Source: an optimization exercise on an open RTL-to-GDS flow (aim: small area and a short achievable clock period). Production flows keep margins and buffers that such runs may drop. Only simulation tests tie the RTL to the original design; equivalence was not proved. Power is estimated from default activity; no workload was simulated.

### flow/constraint.sdc
create_clock -name core_clock -period 6.0 [get_ports {clk}]
set_input_delay 1.2000 -clock core_clock [delete_from_list [all_inputs] [get_ports {clk}]]
set_output_delay 1.2000 -clock core_clock [all_outputs]
set_load 0.01 [all_outputs]
### flow/config.mk
export PLATFORM = sky130hd
export DESIGN_NAME = median_3x3
export DESIGN_NICKNAME = median_3x3
export VERILOG_FILES = /design/flow/design.v
export SDC_FILE = /design/flow/constraint.sdc
export NUM_CORES = 4
export LEC_CHECK = 0
export ABC_AREA = 1
export CAP_MARGIN = 20
export CORE_MARGIN = 2
export CORE_UTILIZATION = 65
export CTS_BUF_LIST = sky130_fd_sc_hd__clkbuf_8
export SETUP_SLACK_MARGIN = 3.2
export SLEW_MARGIN = 20
### flow/design.v
module find_min_max(
	input [8 - 1 : 0] a,
	input [8 - 1 : 0] b,
	output [8 - 1 : 0] min,
	output [8 - 1 : 0] max
);
	assign min = (a > b) ? b : a;
	assign max = (a > b) ? a : b;
endmodule
module find_min_mid_max(
	input [8 - 1 : 0] a,
	input [8 - 1 : 0] b,
	input [8 - 1 : 0] c,
	output [8 - 1 : 0] min,
	output [8 - 1 : 0] mid,
	output [8 - 1 : 0] max
);
	wire [8 - 1 : 0] ab_min;
	wire [8 - 1 : 0] ab_max;
	wire [8 - 1 : 0] mid_temp;
	find_min_max u1(.a(a), .b(b), .min(ab_min), .max(ab_max));
	find_min_max u2(.a(ab_max), .b(c), .min(mid_temp), .max(max));
	find_min_max u3(.a(ab_min), .b(mid_temp), .min(min), .max(mid));
endmodule
module median_3x3(
	input clk,
	input [8 - 1 : 0] i_p0, i_p1, i_p2,
	input [8 - 1 : 0] i_p3, i_p4, i_p5,
	input [8 - 1 : 0] i_p6, i_p7, i_p8,
	output reg [8 - 1 : 0] o_median
);
	wire m7_r0_lo = i_p0[7] & i_p1[7] & i_p2[7];
	wire m7_r0_md = (i_p0[7] & i_p1[7]) | (i_p0[7] & i_p2[7]) | (i_p1[7] & i_p2[7]);
	wire m7_r0_hi = i_p0[7] | i_p1[7] | i_p2[7];
	wire m7_r1_lo = i_p3[7] & i_p4[7] & i_p5[7];
	wire m7_r1_md = (i_p3[7] & i_p4[7]) | (i_p3[7] & i_p5[7]) | (i_p4[7] & i_p5[7]);
	wire m7_r1_hi = i_p3[7] | i_p4[7] | i_p5[7];
	wire m7_r2_lo = i_p6[7] & i_p7[7] & i_p8[7];
	wire m7_r2_md = (i_p6[7] & i_p7[7]) | (i_p6[7] & i_p8[7]) | (i_p7[7] & i_p8[7]);
	wire m7_r2_hi = i_p6[7] | i_p7[7] | i_p8[7];
	wire m7_a = m7_r0_lo | m7_r1_lo | m7_r2_lo;
	wire m7_b = (m7_r0_md & m7_r1_md) | (m7_r0_md & m7_r2_md) | (m7_r1_md & m7_r2_md);
	wire m7_c = m7_r0_hi & m7_r1_hi & m7_r2_hi;
	wire m7 = (m7_a & m7_b) | (m7_a & m7_c) | (m7_b & m7_c);
	wire e6_0_0 = i_p0[7] | i_p0[6];
	wire e6_0_1 = (i_p0[6] & i_p0[7]);
	wire e6_1_0 = i_p1[7] | i_p1[6];
	wire e6_1_1 = (i_p1[6] & i_p1[7]);
	wire e6_2_0 = i_p2[7] | i_p2[6];
	wire e6_2_1 = (i_p2[6] & i_p2[7]);
	wire e6_3_0 = i_p3[7] | i_p3[6];
	wire e6_3_1 = (i_p3[6] & i_p3[7]);
	wire e6_4_0 = i_p4[7] | i_p4[6];
	wire e6_4_1 = (i_p4[6] & i_p4[7]);
	wire e6_5_0 = i_p5[7] | i_p5[6];
	wire e6_5_1 = (i_p5[6] & i_p5[7]);
	wire e6_6_0 = i_p6[7] | i_p6[6];
	wire e6_6_1 = (i_p6[6] & i_p6[7]);
	wire e6_7_0 = i_p7[7] | i_p7[6];
	wire e6_7_1 = (i_p7[6] & i_p7[7]);
	wire e6_8_0 = i_p8[7] | i_p8[6];
	wire e6_8_1 = (i_p8[6] & i_p8[7]);
	wire m6_0_r0_lo = e6_0_0 & e6_1_0 & e6_2_0;
	wire m6_0_r0_md = (e6_0_0 & e6_1_0) | (e6_0_0 & e6_2_0) | (e6_1_0 & e6_2_0);
	wire m6_0_r0_hi = e6_0_0 | e6_1_0 | e6_2_0;
	wire m6_0_r1_lo = e6_3_0 & e6_4_0 & e6_5_0;
	wire m6_0_r1_md = (e6_3_0 & e6_4_0) | (e6_3_0 & e6_5_0) | (e6_4_0 & e6_5_0);
	wire m6_0_r1_hi = e6_3_0 | e6_4_0 | e6_5_0;
	wire m6_0_r2_lo = e6_6_0 & e6_7_0 & e6_8_0;
	wire m6_0_r2_md = (e6_6_0 & e6_7_0) | (e6_6_0 & e6_8_0) | (e6_7_0 & e6_8_0);
	wire m6_0_r2_hi = e6_6_0 | e6_7_0 | e6_8_0;
	wire m6_0_a = m6_0_r0_lo | m6_0_r1_lo | m6_0_r2_lo;
	wire m6_0_b = (m6_0_r0_md & m6_0_r1_md) | (m6_0_r0_md & m6_0_r2_md) | (m6_0_r1_md & m6_0_r2_md);
	wire m6_0_c = m6_0_r0_hi & m6_0_r1_hi & m6_0_r2_hi;
	wire m6_0 = (m6_0_a & m6_0_b) | (m6_0_a & m6_0_c) | (m6_0_b & m6_0_c);
	wire m6_1_r0_lo = e6_0_1 & e6_1_1 & e6_2_1;
	wire m6_1_r0_md = (e6_0_1 & e6_1_1) | (e6_0_1 & e6_2_1) | (e6_1_1 & e6_2_1);
	wire m6_1_r0_hi = e6_0_1 | e6_1_1 | e6_2_1;
	wire m6_1_r1_lo = e6_3_1 & e6_4_1 & e6_5_1;
	wire m6_1_r1_md = (e6_3_1 & e6_4_1) | (e6_3_1 & e6_5_1) | (e6_4_1 & e6_5_1);
	wire m6_1_r1_hi = e6_3_1 | e6_4_1 | e6_5_1;
	wire m6_1_r2_lo = e6_6_1 & e6_7_1 & e6_8_1;
	wire m6_1_r2_md = (e6_6_1 & e6_7_1) | (e6_6_1 & e6_8_1) | (e6_7_1 & e6_8_1);
	wire m6_1_r2_hi = e6_6_1 | e6_7_1 | e6_8_1;
	wire m6_1_a = m6_1_r0_lo | m6_1_r1_lo | m6_1_r2_lo;
	wire m6_1_b = (m6_1_r0_md & m6_1_r1_md) | (m6_1_r0_md & m6_1_r2_md) | (m6_1_r1_md & m6_1_r2_md);
	wire m6_1_c = m6_1_r0_hi & m6_1_r1_hi & m6_1_r2_hi;
	wire m6_1 = (m6_1_a & m6_1_b) | (m6_1_a & m6_1_c) | (m6_1_b & m6_1_c);
	wire m6 = ~m7 ? m6_0 : m6_1;
	wire lt7_0 = (~i_p0[7] & m7);
	wire gt7_0 = (i_p0[7] & ~m7);
	wire lt7_1 = (~i_p1[7] & m7);
	wire gt7_1 = (i_p1[7] & ~m7);
	wire lt7_2 = (~i_p2[7] & m7);
	wire gt7_2 = (i_p2[7] & ~m7);
	wire lt7_3 = (~i_p3[7] & m7);
	wire gt7_3 = (i_p3[7] & ~m7);
	wire lt7_4 = (~i_p4[7] & m7);
	wire gt7_4 = (i_p4[7] & ~m7);
	wire lt7_5 = (~i_p5[7] & m7);
	wire gt7_5 = (i_p5[7] & ~m7);
	wire lt7_6 = (~i_p6[7] & m7);
	wire gt7_6 = (i_p6[7] & ~m7);
	wire lt7_7 = (~i_p7[7] & m7);
	wire gt7_7 = (i_p7[7] & ~m7);
	wire lt7_8 = (~i_p8[7] & m7);
	wire gt7_8 = (i_p8[7] & ~m7);
	wire e6_0 = m7 ? e6_0_1 : e6_0_0;
	wire e6_1 = m7 ? e6_1_1 : e6_1_0;
	wire e6_2 = m7 ? e6_2_1 : e6_2_0;
	wire e6_3 = m7 ? e6_3_1 : e6_3_0;
	wire e6_4 = m7 ? e6_4_1 : e6_4_0;
	wire e6_5 = m7 ? e6_5_1 : e6_5_0;
	wire e6_6 = m7 ? e6_6_1 : e6_6_0;
	wire e6_7 = m7 ? e6_7_1 : e6_7_0;
	wire e6_8 = m7 ? e6_8_1 : e6_8_0;
	wire lt6_0 = lt7_0 | (~e6_0 & m6);
	wire gt6_0 = gt7_0 | (e6_0 & ~m6);
	wire lt6_1 = lt7_1 | (~e6_1 & m6);
	wire gt6_1 = gt7_1 | (e6_1 & ~m6);
	wire lt6_2 = lt7_2 | (~e6_2 & m6);
	wire gt6_2 = gt7_2 | (e6_2 & ~m6);
	wire lt6_3 = lt7_3 | (~e6_3 & m6);
	wire gt6_3 = gt7_3 | (e6_3 & ~m6);
	wire lt6_4 = lt7_4 | (~e6_4 & m6);
	wire gt6_4 = gt7_4 | (e6_4 & ~m6);
	wire lt6_5 = lt7_5 | (~e6_5 & m6);
	wire gt6_5 = gt7_5 | (e6_5 & ~m6);
	wire lt6_6 = lt7_6 | (~e6_6 & m6);
	wire gt6_6 = gt7_6 | (e6_6 & ~m6);
	wire lt6_7 = lt7_7 | (~e6_7 & m6);
	wire gt6_7 = gt7_7 | (e6_7 & ~m6);
	wire lt6_8 = lt7_8 | (~e6_8 & m6);
	wire gt6_8 = gt7_8 | (e6_8 & ~m6);
	reg [5:0] s1_p0;
	reg [5:0] s1_p1;
	reg [5:0] s1_p2;
	reg [5:0] s1_p3;
	reg [5:0] s1_p4;
	reg [5:0] s1_p5;
	reg [5:0] s1_p6;
	reg [5:0] s1_p7;
	reg [5:0] s1_p8;
	reg s1_m7;
	reg s1_m6;
	wire m5_r0_lo = s1_p0[5] & s1_p1[5] & s1_p2[5];
	wire m5_r0_md = (s1_p0[5] & s1_p1[5]) | (s1_p0[5] & s1_p2[5]) | (s1_p1[5] & s1_p2[5]);
	wire m5_r0_hi = s1_p0[5] | s1_p1[5] | s1_p2[5];
	wire m5_r1_lo = s1_p3[5] & s1_p4[5] & s1_p5[5];
	wire m5_r1_md = (s1_p3[5] & s1_p4[5]) | (s1_p3[5] & s1_p5[5]) | (s1_p4[5] & s1_p5[5]);
	wire m5_r1_hi = s1_p3[5] | s1_p4[5] | s1_p5[5];
	wire m5_r2_lo = s1_p6[5] & s1_p7[5] & s1_p8[5];
	wire m5_r2_md = (s1_p6[5] & s1_p7[5]) | (s1_p6[5] & s1_p8[5]) | (s1_p7[5] & s1_p8[5]);
	wire m5_r2_hi = s1_p6[5] | s1_p7[5] | s1_p8[5];
	wire m5_a = m5_r0_lo | m5_r1_lo | m5_r2_lo;
	wire m5_b = (m5_r0_md & m5_r1_md) | (m5_r0_md & m5_r2_md) | (m5_r1_md & m5_r2_md);
	wire m5_c = m5_r0_hi & m5_r1_hi & m5_r2_hi;
	wire m5 = (m5_a & m5_b) | (m5_a & m5_c) | (m5_b & m5_c);
	wire e4_0_0 = s1_p0[5] | s1_p0[4];
	wire e4_0_1 = (s1_p0[4] & s1_p0[5]);
	wire e4_1_0 = s1_p1[5] | s1_p1[4];
	wire e4_1_1 = (s1_p1[4] & s1_p1[5]);
	wire e4_2_0 = s1_p2[5] | s1_p2[4];
	wire e4_2_1 = (s1_p2[4] & s1_p2[5]);
	wire e4_3_0 = s1_p3[5] | s1_p3[4];
	wire e4_3_1 = (s1_p3[4] & s1_p3[5]);
	wire e4_4_0 = s1_p4[5] | s1_p4[4];
	wire e4_4_1 = (s1_p4[4] & s1_p4[5]);
	wire e4_5_0 = s1_p5[5] | s1_p5[4];
	wire e4_5_1 = (s1_p5[4] & s1_p5[5]);
	wire e4_6_0 = s1_p6[5] | s1_p6[4];
	wire e4_6_1 = (s1_p6[4] & s1_p6[5]);
	wire e4_7_0 = s1_p7[5] | s1_p7[4];
	wire e4_7_1 = (s1_p7[4] & s1_p7[5]);
	wire e4_8_0 = s1_p8[5] | s1_p8[4];
	wire e4_8_1 = (s1_p8[4] & s1_p8[5]);
	wire m4_0_r0_lo = e4_0_0 & e4_1_0 & e4_2_0;
	wire m4_0_r0_md = (e4_0_0 & e4_1_0) | (e4_0_0 & e4_2_0) | (e4_1_0 & e4_2_0);
	wire m4_0_r0_hi = e4_0_0 | e4_1_0 | e4_2_0;
	wire m4_0_r1_lo = e4_3_0 & e4_4_0 & e4_5_0;
	wire m4_0_r1_md = (e4_3_0 & e4_4_0) | (e4_3_0 & e4_5_0) | (e4_4_0 & e4_5_0);
	wire m4_0_r1_hi = e4_3_0 | e4_4_0 | e4_5_0;
	wire m4_0_r2_lo = e4_6_0 & e4_7_0 & e4_8_0;
	wire m4_0_r2_md = (e4_6_0 & e4_7_0) | (e4_6_0 & e4_8_0) | (e4_7_0 & e4_8_0);
	wire m4_0_r2_hi = e4_6_0 | e4_7_0 | e4_8_0;
	wire m4_0_a = m4_0_r0_lo | m4_0_r1_lo | m4_0_r2_lo;
	wire m4_0_b = (m4_0_r0_md & m4_0_r1_md) | (m4_0_r0_md & m4_0_r2_md) | (m4_0_r1_md & m4_0_r2_md);
	wire m4_0_c = m4_0_r0_hi & m4_0_r1_hi & m4_0_r2_hi;
	wire m4_0 = (m4_0_a & m4_0_b) | (m4_0_a & m4_0_c) | (m4_0_b & m4_0_c);
	wire m4_1_r0_lo = e4_0_1 & e4_1_1 & e4_2_1;
	wire m4_1_r0_md = (e4_0_1 & e4_1_1) | (e4_0_1 & e4_2_1) | (e4_1_1 & e4_2_1);
	wire m4_1_r0_hi = e4_0_1 | e4_1_1 | e4_2_1;
	wire m4_1_r1_lo = e4_3_1 & e4_4_1 & e4_5_1;
	wire m4_1_r1_md = (e4_3_1 & e4_4_1) | (e4_3_1 & e4_5_1) | (e4_4_1 & e4_5_1);
	wire m4_1_r1_hi = e4_3_1 | e4_4_1 | e4_5_1;
	wire m4_1_r2_lo = e4_6_1 & e4_7_1 & e4_8_1;
	wire m4_1_r2_md = (e4_6_1 & e4_7_1) | (e4_6_1 & e4_8_1) | (e4_7_1 & e4_8_1);
	wire m4_1_r2_hi = e4_6_1 | e4_7_1 | e4_8_1;
	wire m4_1_a = m4_1_r0_lo | m4_1_r1_lo | m4_1_r2_lo;
	wire m4_1_b = (m4_1_r0_md & m4_1_r1_md) | (m4_1_r0_md & m4_1_r2_md) | (m4_1_r1_md & m4_1_r2_md);
	wire m4_1_c = m4_1_r0_hi & m4_1_r1_hi & m4_1_r2_hi;
	wire m4_1 = (m4_1_a & m4_1_b) | (m4_1_a & m4_1_c) | (m4_1_b & m4_1_c);
	wire m4 = ~m5 ? m4_0 : m4_1;
	wire lt5_0 = (~s1_p0[5] & m5);
	wire gt5_0 = (s1_p0[5] & ~m5);
	wire lt5_1 = (~s1_p1[5] & m5);
	wire gt5_1 = (s1_p1[5] & ~m5);
	wire lt5_2 = (~s1_p2[5] & m5);
	wire gt5_2 = (s1_p2[5] & ~m5);
	wire lt5_3 = (~s1_p3[5] & m5);
	wire gt5_3 = (s1_p3[5] & ~m5);
	wire lt5_4 = (~s1_p4[5] & m5);
	wire gt5_4 = (s1_p4[5] & ~m5);
	wire lt5_5 = (~s1_p5[5] & m5);
	wire gt5_5 = (s1_p5[5] & ~m5);
	wire lt5_6 = (~s1_p6[5] & m5);
	wire gt5_6 = (s1_p6[5] & ~m5);
	wire lt5_7 = (~s1_p7[5] & m5);
	wire gt5_7 = (s1_p7[5] & ~m5);
	wire lt5_8 = (~s1_p8[5] & m5);
	wire gt5_8 = (s1_p8[5] & ~m5);
	wire e4_0 = m5 ? e4_0_1 : e4_0_0;
	wire e4_1 = m5 ? e4_1_1 : e4_1_0;
	wire e4_2 = m5 ? e4_2_1 : e4_2_0;
	wire e4_3 = m5 ? e4_3_1 : e4_3_0;
	wire e4_4 = m5 ? e4_4_1 : e4_4_0;
	wire e4_5 = m5 ? e4_5_1 : e4_5_0;
	wire e4_6 = m5 ? e4_6_1 : e4_6_0;
	wire e4_7 = m5 ? e4_7_1 : e4_7_0;
	wire e4_8 = m5 ? e4_8_1 : e4_8_0;
	wire e3_0_0 = e4_0 | (s1_p0[3] & ~lt5_0);
	wire e3_0_1 = gt5_0 | ((s1_p0[3] & ~lt5_0) & e4_0);
	wire e3_1_0 = e4_1 | (s1_p1[3] & ~lt5_1);
	wire e3_1_1 = gt5_1 | ((s1_p1[3] & ~lt5_1) & e4_1);
	wire e3_2_0 = e4_2 | (s1_p2[3] & ~lt5_2);
	wire e3_2_1 = gt5_2 | ((s1_p2[3] & ~lt5_2) & e4_2);
	wire e3_3_0 = e4_3 | (s1_p3[3] & ~lt5_3);
	wire e3_3_1 = gt5_3 | ((s1_p3[3] & ~lt5_3) & e4_3);
	wire e3_4_0 = e4_4 | (s1_p4[3] & ~lt5_4);
	wire e3_4_1 = gt5_4 | ((s1_p4[3] & ~lt5_4) & e4_4);
	wire e3_5_0 = e4_5 | (s1_p5[3] & ~lt5_5);
	wire e3_5_1 = gt5_5 | ((s1_p5[3] & ~lt5_5) & e4_5);
	wire e3_6_0 = e4_6 | (s1_p6[3] & ~lt5_6);
	wire e3_6_1 = gt5_6 | ((s1_p6[3] & ~lt5_6) & e4_6);
	wire e3_7_0 = e4_7 | (s1_p7[3] & ~lt5_7);
	wire e3_7_1 = gt5_7 | ((s1_p7[3] & ~lt5_7) & e4_7);
	wire e3_8_0 = e4_8 | (s1_p8[3] & ~lt5_8);
	wire e3_8_1 = gt5_8 | ((s1_p8[3] & ~lt5_8) & e4_8);
	wire m3_0_r0_lo = e3_0_0 & e3_1_0 & e3_2_0;
	wire m3_0_r0_md = (e3_0_0 & e3_1_0) | (e3_0_0 & e3_2_0) | (e3_1_0 & e3_2_0);
	wire m3_0_r0_hi = e3_0_0 | e3_1_0 | e3_2_0;
	wire m3_0_r1_lo = e3_3_0 & e3_4_0 & e3_5_0;
	wire m3_0_r1_md = (e3_3_0 & e3_4_0) | (e3_3_0 & e3_5_0) | (e3_4_0 & e3_5_0);
	wire m3_0_r1_hi = e3_3_0 | e3_4_0 | e3_5_0;
	wire m3_0_r2_lo = e3_6_0 & e3_7_0 & e3_8_0;
	wire m3_0_r2_md = (e3_6_0 & e3_7_0) | (e3_6_0 & e3_8_0) | (e3_7_0 & e3_8_0);
	wire m3_0_r2_hi = e3_6_0 | e3_7_0 | e3_8_0;
	wire m3_0_a = m3_0_r0_lo | m3_0_r1_lo | m3_0_r2_lo;
	wire m3_0_b = (m3_0_r0_md & m3_0_r1_md) | (m3_0_r0_md & m3_0_r2_md) | (m3_0_r1_md & m3_0_r2_md);
	wire m3_0_c = m3_0_r0_hi & m3_0_r1_hi & m3_0_r2_hi;
	wire m3_0 = (m3_0_a & m3_0_b) | (m3_0_a & m3_0_c) | (m3_0_b & m3_0_c);
	wire m3_1_r0_lo = e3_0_1 & e3_1_1 & e3_2_1;
	wire m3_1_r0_md = (e3_0_1 & e3_1_1) | (e3_0_1 & e3_2_1) | (e3_1_1 & e3_2_1);
	wire m3_1_r0_hi = e3_0_1 | e3_1_1 | e3_2_1;
	wire m3_1_r1_lo = e3_3_1 & e3_4_1 & e3_5_1;
	wire m3_1_r1_md = (e3_3_1 & e3_4_1) | (e3_3_1 & e3_5_1) | (e3_4_1 & e3_5_1);
	wire m3_1_r1_hi = e3_3_1 | e3_4_1 | e3_5_1;
	wire m3_1_r2_lo = e3_6_1 & e3_7_1 & e3_8_1;
	wire m3_1_r2_md = (e3_6_1 & e3_7_1) | (e3_6_1 & e3_8_1) | (e3_7_1 & e3_8_1);
	wire m3_1_r2_hi = e3_6_1 | e3_7_1 | e3_8_1;
	wire m3_1_a = m3_1_r0_lo | m3_1_r1_lo | m3_1_r2_lo;
	wire m3_1_b = (m3_1_r0_md & m3_1_r1_md) | (m3_1_r0_md & m3_1_r2_md) | (m3_1_r1_md & m3_1_r2_md);
	wire m3_1_c = m3_1_r0_hi & m3_1_r1_hi & m3_1_r2_hi;
	wire m3_1 = (m3_1_a & m3_1_b) | (m3_1_a & m3_1_c) | (m3_1_b & m3_1_c);
	wire m3 = ~m4 ? m3_0 : m3_1;
	wire lt4_0 = lt5_0 | (~e4_0 & m4);
	wire gt4_0 = gt5_0 | (e4_0 & ~m4);
	wire lt4_1 = lt5_1 | (~e4_1 & m4);
	wire gt4_1 = gt5_1 | (e4_1 & ~m4);
	wire lt4_2 = lt5_2 | (~e4_2 & m4);
	wire gt4_2 = gt5_2 | (e4_2 & ~m4);
	wire lt4_3 = lt5_3 | (~e4_3 & m4);
	wire gt4_3 = gt5_3 | (e4_3 & ~m4);
	wire lt4_4 = lt5_4 | (~e4_4 & m4);
	wire gt4_4 = gt5_4 | (e4_4 & ~m4);
	wire lt4_5 = lt5_5 | (~e4_5 & m4);
	wire gt4_5 = gt5_5 | (e4_5 & ~m4);
	wire lt4_6 = lt5_6 | (~e4_6 & m4);
	wire gt4_6 = gt5_6 | (e4_6 & ~m4);
	wire lt4_7 = lt5_7 | (~e4_7 & m4);
	wire gt4_7 = gt5_7 | (e4_7 & ~m4);
	wire lt4_8 = lt5_8 | (~e4_8 & m4);
	wire gt4_8 = gt5_8 | (e4_8 & ~m4);
	wire e3_0 = m4 ? e3_0_1 : e3_0_0;
	wire e3_1 = m4 ? e3_1_1 : e3_1_0;
	wire e3_2 = m4 ? e3_2_1 : e3_2_0;
	wire e3_3 = m4 ? e3_3_1 : e3_3_0;
	wire e3_4 = m4 ? e3_4_1 : e3_4_0;
	wire e3_5 = m4 ? e3_5_1 : e3_5_0;
	wire e3_6 = m4 ? e3_6_1 : e3_6_0;
	wire e3_7 = m4 ? e3_7_1 : e3_7_0;
	wire e3_8 = m4 ? e3_8_1 : e3_8_0;
	wire lt3_0 = lt4_0 | (~e3_0 & m3);
	wire gt3_0 = gt4_0 | (e3_0 & ~m3);
	wire lt3_1 = lt4_1 | (~e3_1 & m3);
	wire gt3_1 = gt4_1 | (e3_1 & ~m3);
	wire lt3_2 = lt4_2 | (~e3_2 & m3);
	wire gt3_2 = gt4_2 | (e3_2 & ~m3);
	wire lt3_3 = lt4_3 | (~e3_3 & m3);
	wire gt3_3 = gt4_3 | (e3_3 & ~m3);
	wire lt3_4 = lt4_4 | (~e3_4 & m3);
	wire gt3_4 = gt4_4 | (e3_4 & ~m3);
	wire lt3_5 = lt4_5 | (~e3_5 & m3);
	wire gt3_5 = gt4_5 | (e3_5 & ~m3);
	wire lt3_6 = lt4_6 | (~e3_6 & m3);
	wire gt3_6 = gt4_6 | (e3_6 & ~m3);
	wire lt3_7 = lt4_7 | (~e3_7 & m3);
	wire gt3_7 = gt4_7 | (e3_7 & ~m3);
	wire lt3_8 = lt4_8 | (~e3_8 & m3);
	wire gt3_8 = gt4_8 | (e3_8 & ~m3);
	reg [2:0] s2_p0;
	reg [2:0] s2_p1;
	reg [2:0] s2_p2;
	reg [2:0] s2_p3;
	reg [2:0] s2_p4;
	reg [2:0] s2_p5;
	reg [2:0] s2_p6;
	reg [2:0] s2_p7;
	reg [2:0] s2_p8;
	reg s2_m7;
	reg s2_m6;
	reg s2_m5;
	reg s2_m4;
	reg s2_m3;
	wire m2_r0_lo = s2_p0[2] & s2_p1[2] & s2_p2[2];
	wire m2_r0_md = (s2_p0[2] & s2_p1[2]) | (s2_p0[2] & s2_p2[2]) | (s2_p1[2] & s2_p2[2]);
	wire m2_r0_hi = s2_p0[2] | s2_p1[2] | s2_p2[2];
	wire m2_r1_lo = s2_p3[2] & s2_p4[2] & s2_p5[2];
	wire m2_r1_md = (s2_p3[2] & s2_p4[2]) | (s2_p3[2] & s2_p5[2]) | (s2_p4[2] & s2_p5[2]);
	wire m2_r1_hi = s2_p3[2] | s2_p4[2] | s2_p5[2];
	wire m2_r2_lo = s2_p6[2] & s2_p7[2] & s2_p8[2];
	wire m2_r2_md = (s2_p6[2] & s2_p7[2]) | (s2_p6[2] & s2_p8[2]) | (s2_p7[2] & s2_p8[2]);
	wire m2_r2_hi = s2_p6[2] | s2_p7[2] | s2_p8[2];
	wire m2_a = m2_r0_lo | m2_r1_lo | m2_r2_lo;
	wire m2_b = (m2_r0_md & m2_r1_md) | (m2_r0_md & m2_r2_md) | (m2_r1_md & m2_r2_md);
	wire m2_c = m2_r0_hi & m2_r1_hi & m2_r2_hi;
	wire m2 = (m2_a & m2_b) | (m2_a & m2_c) | (m2_b & m2_c);
	wire e1_0_0 = s2_p0[2] | s2_p0[1];
	wire e1_0_1 = (s2_p0[1] & s2_p0[2]);
	wire e1_1_0 = s2_p1[2] | s2_p1[1];
	wire e1_1_1 = (s2_p1[1] & s2_p1[2]);
	wire e1_2_0 = s2_p2[2] | s2_p2[1];
	wire e1_2_1 = (s2_p2[1] & s2_p2[2]);
	wire e1_3_0 = s2_p3[2] | s2_p3[1];
	wire e1_3_1 = (s2_p3[1] & s2_p3[2]);
	wire e1_4_0 = s2_p4[2] | s2_p4[1];
	wire e1_4_1 = (s2_p4[1] & s2_p4[2]);
	wire e1_5_0 = s2_p5[2] | s2_p5[1];
	wire e1_5_1 = (s2_p5[1] & s2_p5[2]);
	wire e1_6_0 = s2_p6[2] | s2_p6[1];
	wire e1_6_1 = (s2_p6[1] & s2_p6[2]);
	wire e1_7_0 = s2_p7[2] | s2_p7[1];
	wire e1_7_1 = (s2_p7[1] & s2_p7[2]);
	wire e1_8_0 = s2_p8[2] | s2_p8[1];
	wire e1_8_1 = (s2_p8[1] & s2_p8[2]);
	wire m1_0_r0_lo = e1_0_0 & e1_1_0 & e1_2_0;
	wire m1_0_r0_md = (e1_0_0 & e1_1_0) | (e1_0_0 & e1_2_0) | (e1_1_0 & e1_2_0);
	wire m1_0_r0_hi = e1_0_0 | e1_1_0 | e1_2_0;
	wire m1_0_r1_lo = e1_3_0 & e1_4_0 & e1_5_0;
	wire m1_0_r1_md = (e1_3_0 & e1_4_0) | (e1_3_0 & e1_5_0) | (e1_4_0 & e1_5_0);
	wire m1_0_r1_hi = e1_3_0 | e1_4_0 | e1_5_0;
	wire m1_0_r2_lo = e1_6_0 & e1_7_0 & e1_8_0;
	wire m1_0_r2_md = (e1_6_0 & e1_7_0) | (e1_6_0 & e1_8_0) | (e1_7_0 & e1_8_0);
	wire m1_0_r2_hi = e1_6_0 | e1_7_0 | e1_8_0;
	wire m1_0_a = m1_0_r0_lo | m1_0_r1_lo | m1_0_r2_lo;
	wire m1_0_b = (m1_0_r0_md & m1_0_r1_md) | (m1_0_r0_md & m1_0_r2_md) | (m1_0_r1_md & m1_0_r2_md);
	wire m1_0_c = m1_0_r0_hi & m1_0_r1_hi & m1_0_r2_hi;
	wire m1_0 = (m1_0_a & m1_0_b) | (m1_0_a & m1_0_c) | (m1_0_b & m1_0_c);
	wire m1_1_r0_lo = e1_0_1 & e1_1_1 & e1_2_1;
	wire m1_1_r0_md = (e1_0_1 & e1_1_1) | (e1_0_1 & e1_2_1) | (e1_1_1 & e1_2_1);
	wire m1_1_r0_hi = e1_0_1 | e1_1_1 | e1_2_1;
	wire m1_1_r1_lo = e1_3_1 & e1_4_1 & e1_5_1;
	wire m1_1_r1_md = (e1_3_1 & e1_4_1) | (e1_3_1 & e1_5_1) | (e1_4_1 & e1_5_1);
	wire m1_1_r1_hi = e1_3_1 | e1_4_1 | e1_5_1;
	wire m1_1_r2_lo = e1_6_1 & e1_7_1 & e1_8_1;
	wire m1_1_r2_md = (e1_6_1 & e1_7_1) | (e1_6_1 & e1_8_1) | (e1_7_1 & e1_8_1);
	wire m1_1_r2_hi = e1_6_1 | e1_7_1 | e1_8_1;
	wire m1_1_a = m1_1_r0_lo | m1_1_r1_lo | m1_1_r2_lo;
	wire m1_1_b = (m1_1_r0_md & m1_1_r1_md) | (m1_1_r0_md & m1_1_r2_md) | (m1_1_r1_md & m1_1_r2_md);
	wire m1_1_c = m1_1_r0_hi & m1_1_r1_hi & m1_1_r2_hi;
	wire m1_1 = (m1_1_a & m1_1_b) | (m1_1_a & m1_1_c) | (m1_1_b & m1_1_c);
	wire m1 = ~m2 ? m1_0 : m1_1;
	wire lt2_0 = (~s2_p0[2] & m2);
	wire gt2_0 = (s2_p0[2] & ~m2);
	wire lt2_1 = (~s2_p1[2] & m2);
	wire gt2_1 = (s2_p1[2] & ~m2);
	wire lt2_2 = (~s2_p2[2] & m2);
	wire gt2_2 = (s2_p2[2] & ~m2);
	wire lt2_3 = (~s2_p3[2] & m2);
	wire gt2_3 = (s2_p3[2] & ~m2);
	wire lt2_4 = (~s2_p4[2] & m2);
	wire gt2_4 = (s2_p4[2] & ~m2);
	wire lt2_5 = (~s2_p5[2] & m2);
	wire gt2_5 = (s2_p5[2] & ~m2);
	wire lt2_6 = (~s2_p6[2] & m2);
	wire gt2_6 = (s2_p6[2] & ~m2);
	wire lt2_7 = (~s2_p7[2] & m2);
	wire gt2_7 = (s2_p7[2] & ~m2);
	wire lt2_8 = (~s2_p8[2] & m2);
	wire gt2_8 = (s2_p8[2] & ~m2);
	wire e1_0 = m2 ? e1_0_1 : e1_0_0;
	wire e1_1 = m2 ? e1_1_1 : e1_1_0;
	wire e1_2 = m2 ? e1_2_1 : e1_2_0;
	wire e1_3 = m2 ? e1_3_1 : e1_3_0;
	wire e1_4 = m2 ? e1_4_1 : e1_4_0;
	wire e1_5 = m2 ? e1_5_1 : e1_5_0;
	wire e1_6 = m2 ? e1_6_1 : e1_6_0;
	wire e1_7 = m2 ? e1_7_1 : e1_7_0;
	wire e1_8 = m2 ? e1_8_1 : e1_8_0;
	wire e0_0_0 = e1_0 | (s2_p0[0] & ~lt2_0);
	wire e0_0_1 = gt2_0 | ((s2_p0[0] & ~lt2_0) & e1_0);
	wire e0_1_0 = e1_1 | (s2_p1[0] & ~lt2_1);
	wire e0_1_1 = gt2_1 | ((s2_p1[0] & ~lt2_1) & e1_1);
	wire e0_2_0 = e1_2 | (s2_p2[0] & ~lt2_2);
	wire e0_2_1 = gt2_2 | ((s2_p2[0] & ~lt2_2) & e1_2);
	wire e0_3_0 = e1_3 | (s2_p3[0] & ~lt2_3);
	wire e0_3_1 = gt2_3 | ((s2_p3[0] & ~lt2_3) & e1_3);
	wire e0_4_0 = e1_4 | (s2_p4[0] & ~lt2_4);
	wire e0_4_1 = gt2_4 | ((s2_p4[0] & ~lt2_4) & e1_4);
	wire e0_5_0 = e1_5 | (s2_p5[0] & ~lt2_5);
	wire e0_5_1 = gt2_5 | ((s2_p5[0] & ~lt2_5) & e1_5);
	wire e0_6_0 = e1_6 | (s2_p6[0] & ~lt2_6);
	wire e0_6_1 = gt2_6 | ((s2_p6[0] & ~lt2_6) & e1_6);
	wire e0_7_0 = e1_7 | (s2_p7[0] & ~lt2_7);
	wire e0_7_1 = gt2_7 | ((s2_p7[0] & ~lt2_7) & e1_7);
	wire e0_8_0 = e1_8 | (s2_p8[0] & ~lt2_8);
	wire e0_8_1 = gt2_8 | ((s2_p8[0] & ~lt2_8) & e1_8);
	wire m0_0_r0_lo = e0_0_0 & e0_1_0 & e0_2_0;
	wire m0_0_r0_md = (e0_0_0 & e0_1_0) | (e0_0_0 & e0_2_0) | (e0_1_0 & e0_2_0);
	wire m0_0_r0_hi = e0_0_0 | e0_1_0 | e0_2_0;
	wire m0_0_r1_lo = e0_3_0 & e0_4_0 & e0_5_0;
	wire m0_0_r1_md = (e0_3_0 & e0_4_0) | (e0_3_0 & e0_5_0) | (e0_4_0 & e0_5_0);
	wire m0_0_r1_hi = e0_3_0 | e0_4_0 | e0_5_0;
	wire m0_0_r2_lo = e0_6_0 & e0_7_0 & e0_8_0;
	wire m0_0_r2_md = (e0_6_0 & e0_7_0) | (e0_6_0 & e0_8_0) | (e0_7_0 & e0_8_0);
	wire m0_0_r2_hi = e0_6_0 | e0_7_0 | e0_8_0;
	wire m0_0_a = m0_0_r0_lo | m0_0_r1_lo | m0_0_r2_lo;
	wire m0_0_b = (m0_0_r0_md & m0_0_r1_md) | (m0_0_r0_md & m0_0_r2_md) | (m0_0_r1_md & m0_0_r2_md);
	wire m0_0_c = m0_0_r0_hi & m0_0_r1_hi & m0_0_r2_hi;
	wire m0_0 = (m0_0_a & m0_0_b) | (m0_0_a & m0_0_c) | (m0_0_b & m0_0_c);
	wire m0_1_r0_lo = e0_0_1 & e0_1_1 & e0_2_1;
	wire m0_1_r0_md = (e0_0_1 & e0_1_1) | (e0_0_1 & e0_2_1) | (e0_1_1 & e0_2_1);
	wire m0_1_r0_hi = e0_0_1 | e0_1_1 | e0_2_1;
	wire m0_1_r1_lo = e0_3_1 & e0_4_1 & e0_5_1;
	wire m0_1_r1_md = (e0_3_1 & e0_4_1) | (e0_3_1 & e0_5_1) | (e0_4_1 & e0_5_1);
	wire m0_1_r1_hi = e0_3_1 | e0_4_1 | e0_5_1;
	wire m0_1_r2_lo = e0_6_1 & e0_7_1 & e0_8_1;
	wire m0_1_r2_md = (e0_6_1 & e0_7_1) | (e0_6_1 & e0_8_1) | (e0_7_1 & e0_8_1);
	wire m0_1_r2_hi = e0_6_1 | e0_7_1 | e0_8_1;
	wire m0_1_a = m0_1_r0_lo | m0_1_r1_lo | m0_1_r2_lo;
	wire m0_1_b = (m0_1_r0_md & m0_1_r1_md) | (m0_1_r0_md & m0_1_r2_md) | (m0_1_r1_md & m0_1_r2_md);
	wire m0_1_c = m0_1_r0_hi & m0_1_r1_hi & m0_1_r2_hi;
	wire m0_1 = (m0_1_a & m0_1_b) | (m0_1_a & m0_1_c) | (m0_1_b & m0_1_c);
	wire m0 = ~m1 ? m0_0 : m0_1;
	wire lt1_0 = lt2_0 | (~e1_0 & m1);
	wire gt1_0 = gt2_0 | (e1_0 & ~m1);
	wire lt1_1 = lt2_1 | (~e1_1 & m1);
	wire gt1_1 = gt2_1 | (e1_1 & ~m1);
	wire lt1_2 = lt2_2 | (~e1_2 & m1);
	wire gt1_2 = gt2_2 | (e1_2 & ~m1);
	wire lt1_3 = lt2_3 | (~e1_3 & m1);
	wire gt1_3 = gt2_3 | (e1_3 & ~m1);
	wire lt1_4 = lt2_4 | (~e1_4 & m1);
	wire gt1_4 = gt2_4 | (e1_4 & ~m1);
	wire lt1_5 = lt2_5 | (~e1_5 & m1);
	wire gt1_5 = gt2_5 | (e1_5 & ~m1);
	wire lt1_6 = lt2_6 | (~e1_6 & m1);
	wire gt1_6 = gt2_6 | (e1_6 & ~m1);
	wire lt1_7 = lt2_7 | (~e1_7 & m1);
	wire gt1_7 = gt2_7 | (e1_7 & ~m1);
	wire lt1_8 = lt2_8 | (~e1_8 & m1);
	wire gt1_8 = gt2_8 | (e1_8 & ~m1);
	wire e0_0 = m1 ? e0_0_1 : e0_0_0;
	wire e0_1 = m1 ? e0_1_1 : e0_1_0;
	wire e0_2 = m1 ? e0_2_1 : e0_2_0;
	wire e0_3 = m1 ? e0_3_1 : e0_3_0;
	wire e0_4 = m1 ? e0_4_1 : e0_4_0;
	wire e0_5 = m1 ? e0_5_1 : e0_5_0;
	wire e0_6 = m1 ? e0_6_1 : e0_6_0;
	wire e0_7 = m1 ? e0_7_1 : e0_7_0;
	wire e0_8 = m1 ? e0_8_1 : e0_8_0;
	always @(posedge clk) begin
		s1_p0 <= {6{gt6_0}} | (i_p0[5:0] & ~{6{lt6_0}});
		s1_p1 <= {6{gt6_1}} | (i_p1[5:0] & ~{6{lt6_1}});
		s1_p2 <= {6{gt6_2}} | (i_p2[5:0] & ~{6{lt6_2}});
		s1_p3 <= {6{gt6_3}} | (i_p3[5:0] & ~{6{lt6_3}});
		s1_p4 <= {6{gt6_4}} | (i_p4[5:0] & ~{6{lt6_4}});
		s1_p5 <= {6{gt6_5}} | (i_p5[5:0] & ~{6{lt6_5}});
		s1_p6 <= {6{gt6_6}} | (i_p6[5:0] & ~{6{lt6_6}});
		s1_p7 <= {6{gt6_7}} | (i_p7[5:0] & ~{6{lt6_7}});
		s1_p8 <= {6{gt6_8}} | (i_p8[5:0] & ~{6{lt6_8}});
		s1_m7 <= m7;
		s1_m6 <= m6;
		s2_p0 <= {3{gt3_0}} | (s1_p0[2:0] & ~{3{lt3_0}});
		s2_p1 <= {3{gt3_1}} | (s1_p1[2:0] & ~{3{lt3_1}});
		s2_p2 <= {3{gt3_2}} | (s1_p2[2:0] & ~{3{lt3_2}});
		s2_p3 <= {3{gt3_3}} | (s1_p3[2:0] & ~{3{lt3_3}});
		s2_p4 <= {3{gt3_4}} | (s1_p4[2:0] & ~{3{lt3_4}});
		s2_p5 <= {3{gt3_5}} | (s1_p5[2:0] & ~{3{lt3_5}});
		s2_p6 <= {3{gt3_6}} | (s1_p6[2:0] & ~{3{lt3_6}});
		s2_p7 <= {3{gt3_7}} | (s1_p7[2:0] & ~{3{lt3_7}});
		s2_p8 <= {3{gt3_8}} | (s1_p8[2:0] & ~{3{lt3_8}});
		s2_m7 <= s1_m7;
		s2_m6 <= s1_m6;
		s2_m5 <= m5;
		s2_m4 <= m4;
		s2_m3 <= m3;
		o_median <= {s2_m7, s2_m6, s2_m5, s2_m4, s2_m3, m2, m1, m0};
	end
endmodule
### flow/standard.sh
#!/bin/bash
# synth_recipe.tcl (not shown) runs the flow's synth.tcl, then flattens the netlist and writes it again
# the make line also repeats each setting of config.mk as NAME=value (left out here)
make -C /OpenROAD-flow-scripts/flow DESIGN_CONFIG=/design/flow/config.mk WORK_HOME=/design/flow/orfs CLKGATE_MAP_FILE= SYNTH_SCRIPT=/design/flow/synth_recipe.tcl "${@:-finish}"
### flow/flow/run.sh
#!/bin/bash
# The standard layout (the standard.sh, ORFS from synthesis to the final
# layout), with the smallest buffer on the ports instead of ORFS's default
# choice. Each tool's output is in orfs/logs; standard.sh's own output in
# standard.log.
export BUFFER_PORTS_ARGS="-buffer_cell sky130_fd_sc_hd__buf_1"
bash standard.sh > standard.log 2>&1
==> run summary, run 1 <==
Final Hold Fails 0; ratio of cells with drive above 1 in the final layout 15.9%; CP max FO 8; R2R setup slack 3.28 ns; Async SR Flop Fraction 0%; starting density of the core about 66%; area share of fa/ha/maj cells after synthesis approximately 1.3%; # H-tree levels 3; simple-gate share of the synthesized area 36.8%; ranking of synthesized cells by area dfxtp_1, nand2_1, inv_1; switching power 2160 uW; Residual DRC 0; CP Capture Type flip-flop; switch share approximately 50%; Rel. slew slack between 60% and 70%; routed len/inst 14.4 um; grt ovf 0; period utilisation layout 48.2%; Setup TNS 0 ns; Reg clk slew, reported paths 0.09 ns; largest net degree at the start of global routing 23; Max-Cap Viols 0; Synth top area share 31.5%; vias per inst 5.54; global-route wire length before repair ~25 mm; vias in the first global route 5555; PnR worst setup slack 3.11 ns; hold_buf cts 0; Die Ht 101 um; worst slew pin tran roughly 0.53 ns; GRT Util Overall 31.6%; Ys Warns 1; # IOs 81; clock share of power 11.5%; Mapped Cells 975; Finished Layout Cells 1189; FP Rows 35; dpl hpwl 12.1 mm; critical path type in -> reg; area of the core 0.00920 sq mm; via count 6588; Worst Skew about 0.013 ns; fmax 346 MHz; XOR/XNOR Fraction of Synth Area 0%; Most Frequent Cell on Critical Path nand2_1; antenna violations before repair 0; ant diodes 0; multiplexer share of the synthesized area 0%; Worst Path Buf+Inv 4; fin nets 1146; post-placement cell area 0.00649 sq mm; chip width 101 um; crit path max-delay cell type or2_4; flops & latches, synth 96; CTS Buf Count 9; crit path DAT 3.13 ns; Placed Cells 1153; # port buffers 80; crit-path leading delay family compound AO/OA/AOI/OAI gates; Syn Nets approximately 1000; clock root cell clkbuf_8; Area Overhead vs Synth 17.8%; dominant cell type by area after synthesis dfxtp_1; CP cell instances buf_6 -> inv_1 -> nand2_1 -> o22ai_1 -> a31oi_1 -> or2_4 -> nand2_8 -> clkinv_8 -> o21ai_4 -> clkbuf_16 -> nand2_1 -> o21ai_2 -> o21ai_0; Startpoint Class input port; status finished clean; Initial DRC Count 360; Gate power share a little under two thirds; Hold Path Class reg -> reg; Max Slew Vio Count 0; clock tree buffer depth 2; EDFF count, synth 0; design area around 0.0072 sq mm; final WL 17.1 mm; maximum VDD drop 0.280 mV; CTS Sinks 96; main combinational cell family by area after synthesis simple AND/OR/NAND/NOR gates; CTS tree yes; clock latency (worst-skew pair) ~0.37 ns; die area 0.0102 sq mm; Leak ~0.0037 uW; post-route antenna net violation count 0; Placer Congestion around 0.95; Filler cells 758; post-synthesis compound-gate area fraction about a fifth; minimum clock period 2.89 ns; Req. time, crit path 6.24 ns; Reg power frac 25.1%; library cells used by synthesis 45; synthesized area between 0.006 and 0.007 sq mm; worst slack, placed 2.29 ns; most numerous cell in the Yosys netlist nand2_1; Power Density 584 mW/mm^2; top cells by count, synth nand2_1, inv_1, o21ai_0; final setup vio count 0; unrepaired setup endpoints after global routing yes; sequential share of the synthesized area 31.5%; Avg Cell Area, Syn approximately 6.3 sq um; First-pass DRT Iterations 5; ys flop type dfxtp_1; max incr delay on CP 0.29 ns; Pint 2040 uW
==> path summary, 6_finish.rpt <==
kind	startpoint	end	cells past startpoint
setup / recovery	i_p7[7]	s1_p4[0]	13
hold / removal	s2_m7	o_median[7]	0
setup reg to reg	s1_p6[5]	s2_p8[1]	12
hold reg to reg	s2_m7	o_median[7]	0
==> repair_timing <==
item,4_1_cts,5_1_grt
cloned,1,2
gates resized for setup,24,82
setup endpoints to repair,82,83
buffers inserted,7,10
pin swaps,4,8
==> cell type report <==
class	count	area, sq um	area share, %
multi-input combinational	696	3670	51.0
timing repair buffer	99	561	7.79
tap	111	139	1.93
inverter	171	657	9.13
clock buffer	11	151	2.11
sequential	96	1930	26.9
clock inverter	5	85.1	1.18
==> cell families (layout without fill, tap and decap cells) <==
family / Yosys count / count (layout)
buffers and inverters: 184 / 286
AOI/OAI and AO/OA: 196 / 196
adders and majority gates: 8 / 8
DFF: 96 / 96
and+or+nand+nor: 491 / 492
==> stage by stage <==
stage / power (uW) / hold WS, ns / util (%)
2_1_floorplan: 3040 / 0.310 / -
3_3_place_gp: 3510 / 0.311 / 70.6
6_report: 4200 / 0.320 / 78.2
3_5_place_dp: 3550 / 0.313 / 70.6
5_1_grt: 4610 / 0.319 / 78.2
4_1_cts: 4080 / 0.319 / 74.7
==> flip-flops by register name (all words and copies together), names as in the netlist, 6 cells and up <==
name      flops
s1_p0         6
s1_p6         6
s1_p7         6
s1_p8         6
s1_p5         6
s1_p3         6
s1_p1         6
o_median      8
s1_p2         6
s1_p4         6
==> routing by layer <==
layer  track usage (%)  up-vias  wire length, um
li1                  -     3326                -
met1              41.2     2898             7080
met2              53.2      299             8070
met3              5.48       65             1380
met4              10.1        0              607
met5                 0        -                0
==> layout by cell type (no fill, tap or decap), types with 15 or more instances in the layout <==
cell type / synthesis / layout
o21ai_0: 105 / 80
nand2_2: 13 / 17
buf_1: 1 / 66
inv_1: 156 / 150
o21ai_1: 4 / 18
nand2_4: 13 / 15
nor2_1: 75 / 70
inv_2: 14 / 19
nand2_1: 265 / 258
dfxtp_1: 96 / 87
a21oi_1: 31 / 31
buf_4: 1 / 15
nand3_1: 89 / 89
==> worst register-to-register path, delay by kind of cell (launching register included) <==
kind                       cells  cell delay [ns]
AOI/OAI and AO/OA              2             0.41
and+or+nand+nor                9             1.51
DFF                            1             0.38
adders and majority gates      1             0.32
==> power groups by stage <==
stage | Combinational [uW] | Sequential (uW) | Clock, uW
6_report | 2660 | 1060 | 483
5_1_grt | 3010 | 1080 | 511
4_1_cts | 2550 | 1050 | 483
3_5_place_dp | 2480 | 1060 | 0
3_3_place_gp | 2450 | 1050 | 0
2_1_floorplan | 2040 | 998 | 0
==> run 2, diff against run 1 <==
--- a/flow/config.mk
+++ b/flow/config.mk
@@ -8,7 +8,7 @@
 export ABC_AREA = 1
 export CAP_MARGIN = 20
 export CORE_MARGIN = 2
-export CORE_UTILIZATION = 65
+export CORE_UTILIZATION = 55
 export CTS_BUF_LIST = sky130_fd_sc_hd__clkbuf_8
 export SETUP_SLACK_MARGIN = 3.2
 export SLEW_MARGIN = 20
==> run 2 against run 1 <==
Still clean. Fmax up 6.0%. Global-route usage down 3.8 points. Hold slack better by 0.014 ns. Sequential power about the same. Register-to-register slack better by 0.03 ns. Sequential share of layout area up 0.41 points. Die area up 17%. Clock skew up 0.0051 ns. Clock power down 16%. Critical path depth down 3.
==> run summary, run 2 <==
top cells by count, synth nand2_1, inv_1, o21ai_0; Pint 1950 uW; crit path launch i_p7[7]; ys flop type dfxtp_1; critical path type in -> reg; GRT met1 Usage 39.0%; library cells used by synthesis 45; vias in the first global route 5382; reg2reg start s1_p1[5]; Largest Register o_median; Area Overhead vs Synth 16.7%; starting density of the core roughly 56%; antenna violations before repair 0; CTS Sinks 96; Reg clk slew, reported paths around 0.09 ns; First-pass DRT Iterations 5; Residual DRC 0; Leak 0.00363 uW; most numerous cell in the Yosys netlist nand2_1; largest net degree at the start of global routing 23; CP Capture Type flip-flop; vias per inst 5.14; Filler cells between 1000 and 1500; clock latency (worst-skew pair) 0.38 ns; CTS Buf Count 9; ratio of cells with drive above 1 in the final layout approximately 15%; dpl hpwl 12.8 mm; Req. time, crit path 6.24 ns; Most Used Layer, Global Route met2; Ys Warns 1; flops & latches, synth 96; Hold Path Class reg -> reg; Rel. slew slack just under 60%; fmax 367 MHz; synthesized area 0.00611 sq mm; CP max FO 6; die area 0.0120 sq mm; dominant cell type by area after synthesis dfxtp_1; ranking of synthesized cells by area dfxtp_1, nand2_1, inv_1; worst slack, placed between 2 and 2.5 ns; Max-Cap Viols 0; R2R setup slack 3.31 ns; max FFs per register 8; CTS tree yes; period utilisation layout 45.5%; # IOs 81; minimum clock period ~2.7 ns; switching power 2200 uW; Gate power share 64.7%; Startpoint Class input port; critical path endpoint s1_p8[1]; Seq. cell area a little under 0.002 sq mm; switch share 53.0%; Synth top area share between 30% and 40%; grt ovf 0; Reg power frac 25.4%; post-route antenna net violation count 0; met2 Use GR 43.4%; clock tree buffer depth 2; crit path DAT 2.97 ns; unrepaired setup endpoints after global routing yes; most common cell after layout, fill and taps aside nand2_1; GRT met3 Usage 4.09%; final core utilization roughly two thirds; ant diodes 0; Mapped Cells 975; # H-tree levels 3; hold slack approximately 0.33 ns; area taken by multi-input logic gates 0.00374 sq mm; number of cells on the worst reg-to-reg path 9; routed len/inst 13.5 um; Max Slew Vio Count 0; Avg Cell Area, Syn 6.26 sq um; Syn Nets approximately 1000; leading cell types in the layout, fill and taps excluded nand2_1, inv_1, nand3_1; via count 6231; EDFF count, synth 0; # port buffers 80; Power Density 581 mW/mm^2; maximum VDD drop 0.272 mV; PnR worst setup slack 3.27 ns; Setup TNS 0 ns; fin nets 1140; status finished clean; final WL 16.3 mm; Placer Congestion between 0.9 and 1; FF-to-FF End s2_p7[0]; sequential share of the synthesized area 31.5%; final setup vio count 0; clock root cell clkbuf_8; worst slew pin tran 0.599 ns; Die Ht around 110 um; Async SR Flop Fraction 0%; global-route wire length before repair 25.6 mm; chip width 109 um; area of the core 0.0108 sq mm; Final Hold Fails 0; clock share of power 9.8%; Worst Skew 0.0180 ns; FP Rows 38; hold_buf cts 0; Initial DRC Count slightly above 400; GRT Util Overall 27.8%
==> run 2: cell counts after synthesis <==
Identical to the previous run, type by type.
==> run 2: how the worst min path moves through the flow <==
stage	start	end	slack (ns)	depth (start not counted)
floorplan	s2_m3	o_median[3]	0.31	0
global placement	s2_m4	o_median[4]	0.31	0
detailed placement	s2_m3	o_median[3]	0.31	0
CTS	s2_m3	o_median[3]	0.33	0
global route	s2_m6	o_median[6]	0.35	0
finish	s1_m7	s2_m7	0.33	0
==> run 2: stage by stage <==
stage | cell area, sq um | std cells | power (uW)
finish | 7130 | 1212 | 4140
global route | 7130 | 1212 | 4580
CTS | 6870 | 1206 | 4030
detailed placement | 6530 | 1182 | 3560
global placement | 6530 | 1182 | 3540
floorplan | 6130 | 975 | 3040
==> run 2: layout make-up <==
cell class	instances	area share, %
flip-flops and latches	96	27.3
well taps	140	2.46
clock inverters	6	0.684
repair buffers	90	6.04
multi-input cells	699	52.5
inverters	171	9.11
clock buffers	10	1.93
==> run 2: timing repair <==
item / in CTS / in global routing
setup endpoints to repair: 83 / 83
buffers inserted: 6 / 4
pin swaps: 3 / 9
cloned: 2 / 2
gates resized for setup: 37 / 74
==> run 2: kinds of logic (layout without fill, tap and decap cells) <==
group	count (synthesis)	count (layout)	synth area share, %
AND/OR/NAND/NOR	491	494	36.8
adder cells (fa/ha/maj)	8	8	1.33
AO/OA/AOI/OAI	196	197	18.6
buffers and inverters	184	277	11.8
flip-flops	96	96	31.5
==> run 2: power by group through the flow <==
| stage | Sequential (uW) | Clock (uW) | Combinational (uW) |
|---|---|---|---|
| 3_3_place_gp | 1060 | 0 | 2480 |
| 5_1_grt | 1080 | 437 | 3060 |
| 4_1_cts | 1040 | 414 | 2570 |
| 2_1_floorplan | 998 | 0 | 2040 |
| 6_report | 1050 | 408 | 2680 |
| 3_5_place_dp | 1060 | 0 | 2510 |
==> run 2: per-layer routing <==
metal  routed length [um]  share of wire [%]
met4                  431                2.6
met3                  941                5.8
met1                 7840                 48
met2                 7130                 44
met5                    0                  0
==> run 2: worst max-delay path, cell delays in order <==
cell      delay (ns)
clkbuf_4        0.15
nand2_2         0.09
maj3_2          0.31
maj3_2          0.29
maj3_2          0.37
o21ai_4         0.12
buf_4           0.15
nand2_1         0.07
o21ai_4         0.12
o21ai_0         0.10
==> run 3, diff against run 2 <==
--- a/flow/config.mk
+++ b/flow/config.mk
@@ -8,7 +8,7 @@
 export ABC_AREA = 1
 export CAP_MARGIN = 20
 export CORE_MARGIN = 2
-export CORE_UTILIZATION = 55
+export CORE_UTILIZATION = 50
 export CTS_BUF_LIST = sky130_fd_sc_hd__clkbuf_8
 export SETUP_SLACK_MARGIN = 3.2
 export SLEW_MARGIN = 20
==> run 3 against run 2 <==
First-iteration DRC count rose by 3.1%. Design area rose by 0.40%. Global-route usage fell by 2.4 points. Area after synthesis did not move. Critical path depth did not move. Hold slack got worse by 0.0064 ns. Setup slack got worse by 0.046 ns. Synthesized cell count did not move. Clock power fell by 8.1%.
==> run summary, run 3 <==
# H-tree levels 3; final setup vio count 0; Max Slew Vio Count 0; post-placement cell area around 0.0065 sq mm; antenna violations before repair 0; design area 0.00716 sq mm; crit path max-delay cell type maj3_2; vias per inst 5.10; Largest Register o_median; routed len/inst 13.6 um; PnR worst setup slack about 3.2 ns; reg2reg start s1_p0[5]; worst slack, placed 2.28 ns; crit-path leading delay family adder cells; crit path launch i_p7[7]; Worst Skew 0.0151 ns; # IOs a little over 80; Worst Path Buf+Inv 3; ratio of cells with drive above 1 in the final layout 15.1%; dominant cell type by area after synthesis dfxtp_1; Finished Layout Cells between 1000 and 1500; Hold Path Class reg -> reg; Setup TNS 0 ns; GRT Util Overall 25.4%; CTS Buf Count 9; CTS tree yes; max incr delay on CP 0.34 ns; critical path endpoint s1_p7[3]; Req. time, crit path between 6 and 7 ns; CTS Sinks 96; hold-critical path depth 0; ant diodes 0; Synth top area share 31.5%; final WL 16.7 mm; fin nets 1146; crit path DAT 3.03 ns; flops & latches, synth 96; vias in the first global route 5482; sequential share of the synthesized area about a third; Avg Cell Area, Syn 6.26 sq um; synthesized area just over 0.006 sq mm; top cells by count, synth nand2_1, inv_1, o21ai_0; FP Rows 40; period utilisation layout 46.2%; HP Start s2_m3; starting density of the core 51.1%; Ys Warns 1; FF-to-FF End s2_p0[2]; Residual DRC 0; unrepaired setup endpoints after global routing no; global-route wire length before repair 26.0 mm; Area Overhead vs Synth 17.2%; Leak 0.00366 uW; Reg clk slew, reported paths 0.10 ns; die area 0.0131 sq mm; critical path type in -> reg; largest net degree at the start of global routing 23; maximum VDD drop 0.184 mV; chip width 115 um; Max-Cap Viols 0; First-pass DRT Iterations 5; status finished clean; Placer Congestion 0.903; EDFF count, synth 0; clock tree buffer depth 2; CP Capture Type flip-flop; library cells used by synthesis 45; # port buffers 80; Placed Cells 1189; clock root cell clkbuf_8; max FFs per register 8; post-route antenna net violation count 0; CP cell instances buf_2 -> nand2_2 -> maj3_2 -> maj3_2 -> maj3_2 -> o21ai_4 -> clkbuf_16 -> o22ai_1 -> inv_2 -> o21ai_0; most common cell after layout, fill and taps aside nand2_1; Power Density roughly 580 mW/mm^2; R2R setup slack 3.38 ns; final core utilization 59.8%; fmax 361 MHz; ranking of synthesized cells by area dfxtp_1, nand2_1, inv_1; Final Hold Fails 0; most numerous cell in the Yosys netlist nand2_1; leading cell types in the layout, fill and taps excluded nand2_1, inv_1, dfxtp_1; hold_buf cts 0; Startpoint Class input port; via count between 6000 and 7000; dpl hpwl 13.1 mm; ys flop type dfxtp_1; Die Ht 115 um; Initial DRC Count 426; Syn Nets 1048; Rel. slew slack between 60 and 70%; worst slew pin tran 0.594 ns; Mapped Cells 975; CP max FO 7; clock latency (worst-skew pair) 0.38 ns; Async SR Flop Fraction 0%; CP Depth 10; minimum clock period approximately 2.8 ns; area of the core approximately 0.012 sq mm; number of cells on the worst reg-to-reg path 10; Most Frequent Cell on Critical Path maj3_2; grt ovf 0
[run 3: changes by cell type in the layout (fill, tap and decap cells not counted), sizes merged]
cell      before  now
buf           85   91
clkinvlp       0    2
clkbuf        15   14
inv          175  174
nand2        296  297
o21ai        111  110
[run 3: layout make-up]
cell class	count	area (sq um)
well taps	147	184
clock buffers	9	124
flip-flops and latches	96	1940
clock inverters	7	48.8
multi-input cells	699	3720
repair buffers	96	492
inverters	171	647
fillers	1241	4800
[run 3: stage by stage]
stage / hold WS (ns) / total power, uW
2_1_floorplan: 0.310 / 3040
3_3_place_gp: 0.311 / 3560
3_5_place_dp: 0.314 / 3580
4_1_cts: 0.328 / 4010
5_1_grt: 0.340 / 4620
6_report: 0.327 / 4170
[run 3: cell families (layout without fill, tap and decap cells)]
family | Yosys count | after routing | share of synthesized area (%)
AO/OA/AOI/OAI | 196 | 196 | 18.6
adder cells (fa/ha/maj) | 8 | 8 | 1.33
buffers and inverters | 184 | 283 | 11.8
flip-flops | 96 | 96 | 31.5
AND/OR/NAND/NOR | 491 | 495 | 36.8
[run 3: worst min path at each step]
stage / to / slack (ns)
CTS: o_median[3] / 0.33
finish: o_median[3] / 0.33
floorplan: o_median[3] / 0.31
global placement: o_median[5] / 0.31
global route: o_median[3] / 0.34
detailed placement: o_median[6] / 0.31
[run 3: layer usage]
| layer | vias to the layer above | track usage [%] | share of wire (%) |
|---|---|---|---|
| met5 | - | 0 | 0 |
| met4 | 0 | 6.83 | 1.4 |
| met3 | 19 | 3.44 | 5.5 |
| met2 | 177 | 42.2 | 46 |
| met1 | 2733 | 34.6 | 47 |
| li1 | 3318 | - | - |
[run 3: worst reg2reg max path, delay by kind of cell, from the launching register on]
family	cells	cell delay, ns
adders and majority gates	1	0.31
AOI/OAI and AO/OA	3	0.82
buffers and inverters	1	0.21
and+or+nand+nor	5	0.84
DFF	1	0.39
[run 3: what timing repair did]
item                       CTS  global route
setup buffers                2            13
pin swaps                    2             8
gates resized for setup     38            61
cloned                       1             4
setup endpoints to repair   83            83
[run 3: power breakdown]
group / total [uW] / internal (uW) / switching, uW
sequential: 1050 / 874 / 178
clock: 375 / 150 / 224
combinational: 2740 / 939 / 1800
total: 4170 / 1960 / 2210
==> run 4, diff against run 3 <==
--- a/flow/config.mk
+++ b/flow/config.mk
@@ -8,7 +8,7 @@
 export ABC_AREA = 1
 export CAP_MARGIN = 20
 export CORE_MARGIN = 2
-export CORE_UTILIZATION = 50
+export CORE_UTILIZATION = 60
 export CTS_BUF_LIST = sky130_fd_sc_hd__clkbuf_8
 export SETUP_SLACK_MARGIN = 3.2
 export SLEW_MARGIN = 20
==> run 4 against run 3 <==
Still clean on timing, DRC and antenna. Wire length fell by 0.52%. Setup slack improved by 0.035 ns. Design area shrank 1.2%. Non-clock buffer count shrank 2. Sequential cell count is the same. Highest routed layer unchanged.
==> run summary, run 4 <==
dominant cell type by area after synthesis dfxtp_1; CTS Buf Count 9; Most Used Layer, Global Route met2; global-route wire length before repair 26.3 mm; Area Overhead vs Synth 15.8%; Synth top area share 31.5%; crit path DAT 3.00 ns; Mapped Cells approximately 1000; Placer Congestion 0.923; Hold Path Class reg -> reg; GRT met3 Usage 6.74%; routed len/inst 13.7 um; # port buffers 80; FP Rows 36; top cells by count, synth nand2_1, inv_1, o21ai_0; Hold Crit Endpoint o_median[6]; # IOs 81; met2 Use GR 50.6%; Reg clk slew, reported paths ~0.090 ns; sequential share of the synthesized area 31.5%; final WL roughly 17 mm; Max-Cap Viols 0; max FFs per register 8; Residual DRC 0; die area 0.0110 sq mm; clock share of power 9.8%; hold slack 0.335 ns; ant diodes 0; Most Frequent Cell on Critical Path maj3_2; antenna violations before repair 0; library cells used by synthesis 45; HP Start s2_m6; Worst Path Buf+Inv 3; worst slew pin tran 0.543 ns; First-pass DRT Iterations 5; Power Density approximately 590 mW/mm^2; switch share between 50% and 60%; CP Capture Type flip-flop; R2R setup slack around 3.3 ns; Max Slew Vio Count 0; dpl hpwl around 13 mm; GRT met1 Usage 38.6%; clock root cell clkbuf_8; hold_buf cts 0; Syn Nets roughly 1000; Startpoint Class input port; hold-critical path depth 0; maximum VDD drop 0.303 mV; reg2reg start s1_p6[5]; Ys Warns 1; Rel. slew slack 63.5%; # H-tree levels 3; minimum clock period 2.74 ns; CP cell instances buf_2 -> nand2_2 -> maj3_2 -> maj3_2 -> maj3_2 -> o21ai_4 -> buf_4 -> o21ai_1 -> inv_2 -> o21ai_0; area of the core ~0.0098 sq mm; Reg power frac 25.2%; final setup vio count 0; Worst Skew 0.00856 ns; post-route antenna net violation count 0; flops & latches, synth 96; crit path max-delay cell type maj3_2; EDFF count, synth 0; max incr delay on CP 0.35 ns; unrepaired setup endpoints after global routing yes; Async SR Flop Fraction 0%; period utilisation layout 45.6%; Pint between 1500 and 2000 uW; critical path type in -> reg; vias in the first global route about 5700; most common cell after layout, fill and taps aside nand2_1; Setup TNS 0 ns; GRT Util Overall 30.1%; CP max FO 6; Req. time, crit path 6.26 ns; Leak 0.00363 uW; clock tree buffer depth 2; FF-to-FF End s2_p7[0]; Initial DRC Count between 400 and 500; most numerous cell in the Yosys netlist nand2_1; vias per inst 5.29; status finished clean; number of cells on the worst reg-to-reg path 9; ranking of synthesized cells by area dfxtp_1, nand2_1, inv_1; switching power around 2200 uW; CTS tree yes; fmax 365 MHz; crit-path leading delay family adder cells; Avg Cell Area, Syn 6.26 sq um; clock latency (worst-skew pair) 0.38 ns; grt ovf 0; Largest Register o_median; fin nets 1145; leading cell types in the layout, fill and taps excluded nand2_1, inv_1, nand3_1; largest net degree at the start of global routing 38; Gate power share 65.1%; ys flop type dfxtp_1; via count around 6400; CTS Sinks 96; ratio of cells with drive above 1 in the final layout 14.7%; Final Hold Fails 0; synthesized area 0.00611 sq mm; chip width 105 um; starting density of the core between 60 and 70%; Die Ht 105 um
## run 4: cell type report
| type | count | area (sq um) |
|---|---|---|
| Fill cell | 887 | 2750 |
| Timing Repair Buffer | 94 | 440 |
| Sequential cell | 96 | 1940 |
| Clock buffer | 9 | 124 |
| Clock inverter | 6 | 60.1 |
| Multi-Input combinational cell | 700 | 3690 |
| Tap cell | 133 | 166 |
| Inverter | 171 | 649 |
## run 4: worst max path at each step
| stage | start | end | slack [ns] | depth (start not counted) |
|---|---|---|---|---|
| floorplan | i_p7[6] | s1_p3[0] | 3.20 | 9 |
| global placement | i_p6[7] | s1_p7[2] | 2.35 | 12 |
| detailed placement | i_p6[7] | s1_p2[4] | 2.29 | 12 |
| CTS | i_p4[7] | s1_p5[2] | 3.21 | 10 |
| global route | i_p5[7] | s1_p5[2] | 3.17 | 12 |
| finish | i_p7[7] | s1_p2[4] | 3.26 | 10 |
## run 4: repair_timing
item / 4_1_cts / 5_1_grt
gates cloned: 1 / 4
pin swaps: 3 / 8
buffers inserted: 9 / 5
resized for setup: 29 / 63
setup endpoints to repair: 83 / 83
## run 4: logic make-up after synthesis
family | after synthesis | share of synthesized area [%]
buffers and inverters | 184 | 11.8
flip-flops | 96 | 31.5
AO/OA/AOI/OAI | 196 | 18.6
adder cells (fa/ha/maj) | 8 | 1.33
AND/OR/NAND/NOR | 491 | 36.8
## run 4: worst register-to-register path: stages, from the launching register on
cell and delay, ns:
dfxtp_4 0.39, or2_2 0.34, nor2_1 0.16, a21oi_1 0.08, maj3_2 0.31, o21ai_1 0.33, nand2_2 0.32, a21boi_0 0.50
nand3_1 0.13, nand2_1 0.08
## run 4: power groups by stage
| stage | Combinational (uW) | Clock [uW] | Sequential [uW] |
|---|---|---|---|
| final | 2730 | 410 | 1050 |
| after global routing | 3100 | 441 | 1080 |
| after CTS | 2560 | 414 | 1040 |
| after detailed placement | 2510 | 0 | 1060 |
| after global placement | 2470 | 0 | 1060 |
| after floorplan | 2040 | 0 | 998 |
## run 4: per-stage QoR
step / cell area, sq um / cells / setup slack [ns] / util (%) / power [uW]
floorplan: 6130 / 975 / 3.20 / - / 3040
global placement: 6520 / 1175 / 2.35 / 66.4 / 3520
detailed placement: 6520 / 1175 / 2.29 / 66.4 / 3570
CTS: 6860 / 1200 / 3.21 / 69.9 / 4020
global route: 7070 / 1209 / 3.17 / 72.0 / 4620
finish: 7070 / 1209 / 3.26 / 72.0 / 4190
## run 4: routing by layer
metal / vias to the layer above / part of all wire (%)
met5: - / 0
met1: 2818 / 43
met4: 0 / 2.1
met2: 229 / 47
li1: 3321 / -
met3: 31 / 7.8

-- static timing again, ports no longer ideal --
The results above use ideal ports. As a check the final layouts listed here were re-extracted and re-timed, cells and wires unchanged. Step 1: set_driving_cell puts a clkbuf_16 on clk and a buf_2 on each other input, an assumption about the parent block. Step 2 times the ports against the registers' clock, not the clock port: input delays grow and output delays shrink by t, the midpoint of the rising clock arrivals with the driver on. a / b / c = ideal / step 1 / step 2; a / b = the first two.
run | t, ns | slack for setup (ns) | slew at the worst register clock pin (ns) | worst data-port slew with drivers (ns)
run 1 | 0.395 | 3.109 / 3.113 / 2.718 | 0.09 / 0.09 | 0.04
run 2 | 0.406 | 3.273 / 3.287 / 2.881 | 0.11 / 0.11 | 0.03
run 3 | 0.404 | 3.227 / 3.242 / 2.837 | 0.10 / 0.10 | 0.03
run 4 | 0.411 | 3.262 / 3.274 / 2.863 | 0.09 / 0.09 | 0.03
After both steps every run listed still meets setup and hold. The setup slack of run 4, which loses most, moves by +0.012 ns with the drivers and by -0.399 ns with both steps.
